Source: an optimization exercise on an open RTL-to-GDS flow (aim: small area and a short achievable clock period). Production flows keep margins and buffers that such runs may drop. Power is estimated from default activity; no workload was simulated.

before:
==> flow/design.v <==
`timescale 1ns / 1ps
module CPU(
    input clock,
    input Load,
    input reset,
    input [7:0] data_in,
    output [7:0] Instruction,
    output [7:0] Acc,
    output [7:0] Mem,
    output [4:0] Program_counter
    );
    reg [7:0] ir;        
    reg [3:0] rda;       
    reg [7:0] rdb;       
    reg [4:0] pc;
    reg [4:0] mar;       
    reg [2:0] xop;       
    reg       run;
    reg [7:0] acc;
    reg [7:0] mdr;       
    reg [31:0] vld;      
    reg [255:0] mem;     
    reg       pv;        
    reg [4:0] pa;        
    reg [7:0] pd;        
    wire [2:0] op = ir[7:5];
    wire [4:0] ad = ir[4:0];
    wire issue = ~Load & (|op);
    wire xalu = xop[2] ^ xop[1];             
    wire xsto = xop == 3'b110;
    wire acc_we = run & ~Load & xalu;
    wire mem_we = run & ~Load & xsto;
    wire [7:0] a = acc;
    wire [7:0] b = mdr;
    wire [7:0] p = a ^ b;
    wire [7:0] g = a & b;
    wire [7:0] o = a | b;
    wire [7:0] g1, p1, g2, p2, g3;
    genvar i;
    generate
        for (i = 0; i < 8; i = i + 1) begin : l1
            if (i % 2 == 1) begin : m
                assign g1[i] = g[i] | (p[i] & g[i-1]);
                assign p1[i] = p[i] & p[i-1];
            end else begin : k
                assign g1[i] = g[i];
                assign p1[i] = p[i];
            end
        end
        for (i = 0; i < 8; i = i + 1) begin : l2
            if (i % 4 >= 2) begin : m
                assign g2[i] = g1[i] | (p1[i] & g1[(i/4)*4+1]);
                assign p2[i] = p1[i] & p1[(i/4)*4+1];
            end else begin : k
                assign g2[i] = g1[i];
                assign p2[i] = p1[i];
            end
        end
        for (i = 0; i < 8; i = i + 1) begin : l3
            if (i >= 4) begin : m
                assign g3[i] = g2[i] | (p2[i] & g2[3]);
            end else begin : k
                assign g3[i] = g2[i];
            end
        end
    endgenerate
    wire [7:0] sum = p ^ {g3[6:0], 1'b0};
    wire [7:0] cin = {g3[6:0], 1'b0};
    wire xadd = xop[2:0] == 3'b010;
    reg [7:0] lop;       
    always @(*) begin
        case ({xop[2], xop[0]})
            2'b01: lop = g;      
            2'b10: lop = p;      
            default: lop = b;    
        endcase
    end
    wire [7:0] acc_c0 = ~acc_we ? acc : xadd ? p : lop;
    wire [7:0] acc_c1 = ~acc_we ? acc : xadd ? ~p : lop;
    wire [7:0] acc_d;
    generate
        for (i = 0; i < 8; i = i + 1) begin : ad_
            assign acc_d[i] = cin[i] ? acc_c1[i] : acc_c0[i];
        end
    endgenerate
    wire z_add = ~p[0] & (&(p[7:1] ~^ o[6:0]));
    reg zalu;
    always @(*) begin
        case ({xop[2], xop[0]})
            2'b00: zalu = z_add;
            2'b01: zalu = ~|g;
            2'b10: zalu = ~|p;
            default: zalu = ~|b;
        endcase
    end
    wire zero = xalu ? zalu : ~|a;
    wire [31:0] rsel;
    wire [7:0] rdata;
    generate
        for (i = 0; i < 32; i = i + 1) begin : rs
            assign rsel[i] = rda[i % 4] & rdb[i / 4] & vld[i];
        end
        for (i = 0; i < 8; i = i + 1) begin : rb
            wire [31:0] t;
            genvar j;
            for (j = 0; j < 32; j = j + 1) begin : w
                assign t[j] = rsel[j] & mem[8*j + i];
            end
            wire r1b = rda[3] & rdb[6] & ~vld[27];
            wire r1c = rda[0] & rdb[7] & ~vld[28];
            assign rdata[i] = (|t) | r1b | ((i % 2 == 1) ? r1c : 1'b0);
        end
    endgenerate
    wire fwd = mem_we & (mar == ad);        
    wire pfwd = pv & (pa == ad);            
    wire use_rd = issue & ~fwd & ~pfwd;
    wire [7:0] mdr_o = (issue & fwd) ? acc : (issue & pfwd) ? pd :
                       (~issue & mem_we) ? acc : mdr;
    wire [7:0] mdr_d = use_rd ? rdata : mdr_o;
    wire [4:0] pc1 = pc + 5'd1;
    wire [4:0] pc2 = pc + 5'd2;
    wire [4:0] pc_z0 = ~issue ? pc : (op == 3'b111) ? ad : pc1;
    wire [4:0] pc_z1 = ~issue ? pc : (op == 3'b111) ? ad : (op == 3'b001) ? pc2 : pc1;
    wire [4:0] pc_d = zero ? pc_z1 : pc_z0;
    always @(posedge clock or posedge reset) begin
        if (reset) begin
            ir  <= 8'd0;
            rda <= 4'b0001;
            rdb <= 8'b00000001;
            pc  <= 5'd0;
            mar <= 5'd0;
            xop <= 3'd0;
            run <= 1'b0;
            acc <= 8'd0;
            mdr <= 8'd0;
            vld <= 32'd0;
        end else begin
            ir  <= data_in;
            rda <= 4'b1 << data_in[1:0];
            rdb <= 8'b1 << data_in[4:2];
            run <= issue;
            pc  <= pc_d;
            mdr <= mdr_d;
            if (issue) begin
                mar <= ad;
                xop <= op;
            end
            acc <= acc_d;
            vld <= vld | wsel;
        end
    end
    always @(posedge clock or posedge reset) begin
        if (reset)
            pv <= 1'b0;
        else
            pv <= mem_we;
    end
    always @(posedge clock) begin
        pa <= mar;
        pd <= acc;
    end
    wire [3:0] wra = 4'b1 << pa[1:0];
    wire [7:0] wrb = 8'b1 << pa[4:2];
    wire [31:0] wsel;
    generate
        for (i = 0; i < 32; i = i + 1) begin : ws
            assign wsel[i] = pv & wra[i % 4] & wrb[i / 4];
            always @(posedge clock) begin
                if (wsel[i])
                    mem[8*i +: 8] <= pd;
            end
        end
    endgenerate
    assign Instruction = ir;
    assign Acc = acc;
    assign Mem = mdr;
    assign Program_counter = pc;
endmodule
==> flow/config.mk <==
export PLATFORM = sky130hd
export DESIGN_NAME = CPU
export DESIGN_NICKNAME = CPU
export VERILOG_FILES = /design/flow/design.v
export SDC_FILE = /design/flow/constraint.sdc
export NUM_CORES = 4
export LEC_CHECK = 0
export CAP_MARGIN = 20
export CORE_MARGIN = 2
export CORE_UTILIZATION = 70
export CTS_CLUSTER_DIAMETER = 80
export CTS_CLUSTER_SIZE = 24
export SETUP_SLACK_MARGIN = 3.8
export SLEW_MARGIN = 20
==> flow/constraint.sdc <==
create_clock -name core_clock -period 6.2 [get_ports {clock}]
set_input_delay 1.2400 -clock core_clock [delete_from_list [all_inputs] [get_ports {clock}]]
set_output_delay 1.2400 -clock core_clock [all_outputs]
set_load 0.01 [all_outputs]
standard.sh (not shown) runs the stock make flow with config.mk's settings and CLKGATE_MAP_FILE= SYNTH_SCRIPT=/design/flow/synth_recipe.tcl, a recipe that flattens the netlist after the stock synthesis.
==> flow/flow/run.sh <==
#!/bin/bash
# Layout: the standard ORFS flow, with the port buffers made plain buffers
# (buf_2) instead of the cell buffer_ports picks by default (a delay cell).
set -euo pipefail
bash standard.sh BUFFER_PORTS_ARGS="-buffer_cell sky130_fd_sc_hd__buf_2" finish > flow_standard.log 2>&1
The following lists how after was set up differently from before:
--- a/flow/design.v
+++ b/flow/design.v
@@ -20,11 +20,10 @@
     reg [7:0] mdr;       
     reg [31:0] vld;      
     reg [255:0] mem;     
     reg       pv;        
     reg [4:0] pa;        
-    reg [7:0] pd;        
     wire [2:0] op = ir[7:5];
     wire [4:0] ad = ir[4:0];
     wire issue = ~Load & (|op);
     wire xalu = xop[2] ^ xop[1];             
     wire xsto = xop == 3'b110;
@@ -63,28 +62,19 @@
                 assign g3[i] = g2[i];
             end
         end
     endgenerate
     wire [7:0] sum = p ^ {g3[6:0], 1'b0};
-    wire [7:0] cin = {g3[6:0], 1'b0};
-    wire xadd = xop[2:0] == 3'b010;
-    reg [7:0] lop;       
+    reg [7:0] alu;
     always @(*) begin
         case ({xop[2], xop[0]})
-            2'b01: lop = g;      
-            2'b10: lop = p;      
-            default: lop = b;    
+            2'b00: alu = sum;    
+            2'b01: alu = g;      
+            2'b10: alu = p;      
+            default: alu = b;    
         endcase
     end
-    wire [7:0] acc_c0 = ~acc_we ? acc : xadd ? p : lop;
-    wire [7:0] acc_c1 = ~acc_we ? acc : xadd ? ~p : lop;
-    wire [7:0] acc_d;
-    generate
-        for (i = 0; i < 8; i = i + 1) begin : ad_
-            assign acc_d[i] = cin[i] ? acc_c1[i] : acc_c0[i];
-        end
-    endgenerate
     wire z_add = ~p[0] & (&(p[7:1] ~^ o[6:0]));
     reg zalu;
     always @(*) begin
         case ({xop[2], xop[0]})
             2'b00: zalu = z_add;
@@ -111,19 +101,10 @@
             assign rdata[i] = (|t) | r1b | ((i % 2 == 1) ? r1c : 1'b0);
         end
     endgenerate
     wire fwd = mem_we & (mar == ad);        
     wire pfwd = pv & (pa == ad);            
-    wire use_rd = issue & ~fwd & ~pfwd;
-    wire [7:0] mdr_o = (issue & fwd) ? acc : (issue & pfwd) ? pd :
-                       (~issue & mem_we) ? acc : mdr;
-    wire [7:0] mdr_d = use_rd ? rdata : mdr_o;
-    wire [4:0] pc1 = pc + 5'd1;
-    wire [4:0] pc2 = pc + 5'd2;
-    wire [4:0] pc_z0 = ~issue ? pc : (op == 3'b111) ? ad : pc1;
-    wire [4:0] pc_z1 = ~issue ? pc : (op == 3'b111) ? ad : (op == 3'b001) ? pc2 : pc1;
-    wire [4:0] pc_d = zero ? pc_z1 : pc_z0;
     always @(posedge clock or posedge reset) begin
         if (reset) begin
             ir  <= 8'd0;
             rda <= 4'b0001;
             rdb <= 8'b00000001;
@@ -137,17 +118,25 @@
         end else begin
             ir  <= data_in;
             rda <= 4'b1 << data_in[1:0];
             rdb <= 8'b1 << data_in[4:2];
             run <= issue;
-            pc  <= pc_d;
-            mdr <= mdr_d;
             if (issue) begin
                 mar <= ad;
                 xop <= op;
+                if (op == 3'b111)
+                    pc <= ad;
+                else if (op == 3'b001 && zero)
+                    pc <= pc + 5'd2;
+                else
+                    pc <= pc + 5'd1;
+                mdr <= (fwd | pfwd) ? acc : rdata;
+            end else if (mem_we) begin
+                mdr <= acc;
             end
-            acc <= acc_d;
+            if (acc_we)
+                acc <= alu;
             vld <= vld | wsel;
         end
     end
     always @(posedge clock or posedge reset) begin
         if (reset)
@@ -155,21 +144,20 @@
         else
             pv <= mem_we;
     end
     always @(posedge clock) begin
         pa <= mar;
-        pd <= acc;
     end
     wire [3:0] wra = 4'b1 << pa[1:0];
     wire [7:0] wrb = 8'b1 << pa[4:2];
     wire [31:0] wsel;
     generate
         for (i = 0; i < 32; i = i + 1) begin : ws
             assign wsel[i] = pv & wra[i % 4] & wrb[i / 4];
             always @(posedge clock) begin
                 if (wsel[i])
-                    mem[8*i +: 8] <= pd;
+                    mem[8*i +: 8] <= acc;
             end
         end
     endgenerate
     assign Instruction = ir;
     assign Acc = acc;
==> summary.txt <==
Between before and after, the core occupancy in the finished layout is lower for before.
Relative to before, the detailed-route wire length measured on after has increased by a few percent.
Maximum clock rate (lower): after
after finished every step from synthesis to the final layout, and the layout passed the timing, design-rule and antenna checks.
For number of non-clock inverters, dividing the value from after by the value from before gives 1.14.
after vs before: power up slightly
Taking before as the reference, in after minimum setup slack after placement now larger; final worst-path setup slack down 59 ps; clock period minus worst slack increased by 59 ps relative to the old numbers.
No run of this note included a check of the RTL's function; only the layout flow was run.

what the ideal ports hide:
How much do the figures lean on ideal ports? The routed layouts below were timed once more, with nothing changed but the port constraints.
Step 1, drivers: a clkbuf_16 drives clock and a buf_2 each remaining input, both assumed.
Step 2 adds t to the input delays and takes it off the output delays; t is the mean of the earliest and latest rising clock arrival at the registers after step 1. Input paths then give back, and output paths get back, about the clock's delay inside the block.
a / b / c = ideal / step 1 / step 2; a / b = the first two.
| run | t (ns) | setup WS [ns] | hold slack, ns |
|---|---|---|---|
| before | 0.568 | 3.706 / 3.658 / 3.320 | 0.417 / 0.417 / 0.417 |
| after | 0.554 | 3.647 / 3.628 / 3.389 | 0.421 / 0.421 / 0.421 |
After both steps every run listed still meets setup and hold. The setup slack of before, which loses most, moves by -0.048 ns with the drivers and by -0.386 ns with both steps.
